From an optimization exercise on the open Yosys and OpenROAD flow, aimed at small area and a short achievable clock period; shortcuts taken in it are not production practice.
In this exercise RTL edits were held to simulation tests only and were not proved equivalent to the original.
Power is estimated from default activity; no workload was simulated.

// ArithmeticLogicUnitSystem
module ArithmeticLogicUnitSystem(
    input wire MuxDSel, IR_Write, IR_LH,
               DR_E, ALU_WF,
               Clock,
    input wire [1:0] MuxASel, MuxBSel, MuxCSel, DR_FunSel,
                     ARF_OutCSel, ARF_OutDSel, ARF_FunSel,
    input wire [2:0] RF_FunSel, RF_OutASel, RF_OutBSel,
                     ARF_RegSel,
    input wire [3:0] RF_RegSel, RF_ScrSel,
    input wire [4:0] ALU_FunSel,
    input wire [7:0] MemOut,
    output wire [15:0] Address,
    output wire [7:0] MemData,
    output wire [31:0] ALUOut,
    output wire Z, C, N, O
);
    wire [255:0] RQ;
    wire [47:0]  AQ;
    wire [31:0]  ALU_A, OutB, DROut, MuxAOut;
    wire [15:0]  OutC, MuxBOut;
    wire [7:0]   IROut;
    wire [3:0]   FlagsOut;
    ArithmeticLogicUnit ALU(.WF(ALU_WF), .FunSel(ALU_FunSel),
                        .A(ALU_A), .B(OutB), .Clock(Clock),
                        .ALUOut(ALUOut), .FlagsOut(FlagsOut));
    RegisterFile RF(.I(MuxAOut), .Clock(Clock), .RegSel(RF_RegSel),
                .ScrSel(RF_ScrSel), .FunSel(RF_FunSel), .Q(RQ));
    AddressRegisterFile ARF(.I(MuxBOut), .Clock(Clock), .RegSel(ARF_RegSel),
                      .FunSel(ARF_FunSel), .Q(AQ));
    DataRegister DR(.I(MemOut), .Clock(Clock), .E(DR_E), .FunSel(DR_FunSel), .DROut(DROut));
    InstructionRegister IR(.I(MemOut), .Clock(Clock), .Write(IR_Write), .LH(IR_LH), .IROut(IROut));
    wire [7:0] selA  = MuxDSel ? 8'b0 : (8'b1 << RF_OutASel);
    wire [7:0] selB  = 8'b1 << RF_OutBSel;
    wire [2:0] selC  = {ARF_OutCSel[1], ARF_OutCSel == 2'b01, ARF_OutCSel == 2'b00};
    wire [2:0] selD  = {ARF_OutDSel[1], ARF_OutDSel == 2'b01, ARF_OutDSel == 2'b00};
    wire [2:0] selAC = MuxDSel ? selC : 3'b0;
    wire [3:0] sMA   = 4'b1 << MuxASel;
    wire [3:0] sMB   = 4'b1 << MuxBSel;
    wire [3:0] sMC   = 4'b1 << MuxCSel;
    genvar i;
    generate
        for (i = 0; i < 32; i = i + 1) begin : rd
            wire [7:0] col = {RQ[224+i], RQ[192+i], RQ[160+i], RQ[128+i],
                              RQ[96+i], RQ[64+i], RQ[32+i], RQ[i]};
  ...
export LEC_CHECK = 0
export CAP_MARGIN = 20
export CORE_MARGIN = 2
export CORE_UTILIZATION = 30
export CTS_CLUSTER_DIAMETER = 100
export CTS_CLUSTER_SIZE = 20
export PLACE_DENSITY = 0.5
export SETUP_SLACK_MARGIN = 4.0
export SLEW_MARGIN = 20
export SYNTH_HIERARCHICAL = 1
export SYNTH_MINIMUM_KEEP_SIZE = 0
create_clock -name core_clock -period 12.0 [get_ports {Clock}]
run.sh (not shown) runs the stock make flow with config.mk's settings and CLKGATE_MAP_FILE= SYNTH_SCRIPT=/design/flow/synth_recipe.tcl, a recipe that flattens the netlist after the stock synthesis.
The baseline ran to the end with no violations.
==> next run, changes <==
==> flow/flow/run.sh (new file) <==
#!/bin/bash
# Layout flow: the standard flow (standard.sh, all steps unchanged, from
# the standard synthesis to the final layout), with one difference: the
# buffers that the placement step puts on every input and output port are
# sky130_fd_sc_hd__buf_2 cells instead of the resizer's default choice.
# make's full output goes to standard.log in the work folder; ORFS keeps each
# step's own log under orfs/logs.
set -euo pipefail
bash standard.sh "BUFFER_PORTS_ARGS=-buffer_cell sky130_fd_sc_hd__buf_2" finish > standard.log 2>&1
==> flow/standard.sh (new file) <==
#!/bin/bash
# synth_recipe.tcl (not shown) runs the flow's synth.tcl, then flattens the netlist and writes it again
# the make line also repeats each setting of config.mk as NAME=value (left out here)
make -C /OpenROAD-flow-scripts/flow DESIGN_CONFIG=/design/flow/config.mk WORK_HOME=/design/flow/orfs CLKGATE_MAP_FILE= SYNTH_SCRIPT=/design/flow/synth_recipe.tcl "${@:-finish}"
- CORE_UTILIZATION: 30 -> 45
- PLACE_DENSITY: 0.5 -> 0.65
removed: flow/run.sh
After rerunning:
- final cell count goes down by 12%
- clock-buffer cell count went down by 6
- worst hold slack improved by 4.6 ps
- flip-flop and latch count is unchanged
- global-route usage increases by 8.3 points
- die area fell by 33%
- combinational power came out lower by about 10%
- cell area decreases by 9.2%
==> next run, changes <==
==> flow/run.sh (new file) <==
#!/bin/bash
# synth_recipe.tcl (not shown) runs the flow's synth.tcl, then flattens the netlist and writes it again
# the make line also repeats each setting of config.mk as NAME=value (left out here)
make -C /OpenROAD-flow-scripts/flow DESIGN_CONFIG=/design/flow/config.mk WORK_HOME=/design/flow/orfs CLKGATE_MAP_FILE= SYNTH_SCRIPT=/design/flow/synth_recipe.tcl finish
removed: flow/flow/run.sh
removed: flow/standard.sh
Outcome:
- worst setup slack is worse by 120 ps
- global-route usage increases by 2.7 points
- total power rose by a few percent
- non-clock buffer count increases by 107
- register-to-register slack got worse by 400 ps
- cell count goes up by a few percent
- utilization rose by 3.3 points
- clock-buffer cell count went up by 1
==> next run, changes <==
==> flow/flow/run.sh (new file) <==
#!/bin/bash
# Layout flow: the standard flow (standard.sh, all steps unchanged, from
# the standard synthesis to the final layout), with one difference: the
# buffers that the placement step puts on every input and output port are
# sky130_fd_sc_hd__buf_2 cells instead of the resizer's default choice.
# make's full output goes to standard.log in the work folder; ORFS keeps each
# step's own log under orfs/logs.
set -euo pipefail
bash standard.sh "BUFFER_PORTS_ARGS=-buffer_cell sky130_fd_sc_hd__buf_2" finish > standard.log 2>&1
==> flow/standard.sh (new file) <==
#!/bin/bash
# synth_recipe.tcl (not shown) runs the flow's synth.tcl, then flattens the netlist and writes it again
# the make line also repeats each setting of config.mk as NAME=value (left out here)
make -C /OpenROAD-flow-scripts/flow DESIGN_CONFIG=/design/flow/config.mk WORK_HOME=/design/flow/orfs CLKGATE_MAP_FILE= SYNTH_SCRIPT=/design/flow/synth_recipe.tcl "${@:-finish}"
- CORE_UTILIZATION: 45 -> 40
- PLACE_DENSITY: 0.65 -> 0.6
removed: flow/run.sh
Effect: Wire length fell by a few percent; power fell by a few percent; utilization fell by 8.3 points; clock skew rose by 8.3 ps; via count fell by a few percent; clock power fell by a few percent; clock-buffer cell count rose by 1.

==> separate check: timing with driven ports <==
Ports are ideal in the flow. The routed layouts listed here were re-timed in OpenROAD.
Step 1: set_driving_cell puts a clkbuf_16 on Clock and a buf_2 on each other input, an assumption about the parent block.
Step 2, shift: input delay + t, output delay - t, t = (earliest + latest rising clock arrival at the registers) / 2. This alone moves slack from input paths to output paths.
a / b / c = no drivers / after step 1 / after step 2; a / b = the first two.
| run | t (ns) | setup WS [ns] | hold slack, ns | slew at the worst register clock pin (ns) |
|---|---|---|---|---|
| the first run | 0.670 | 3.560 / 3.444 / 3.444 | 0.498 / 0.498 / 0.498 | 0.10 / 0.10 |
| the second run | 0.639 | 3.577 / 3.535 / 3.535 | 0.503 / 0.503 / 0.503 | 0.10 / 0.10 |
| the third run | 0.645 | 3.456 / 3.405 / 3.405 | 0.503 / 0.503 / 0.503 | 0.10 / 0.10 |
| the fourth run | 0.640 | 3.606 / 3.547 / 3.547 | 0.509 / 0.509 / 0.509 | 0.10 / 0.10 |
After both steps setup and hold are still met in every run listed. The setup slack of the first run, which loses most, moves by -0.116 ns with the drivers and by -0.116 ns with both steps.
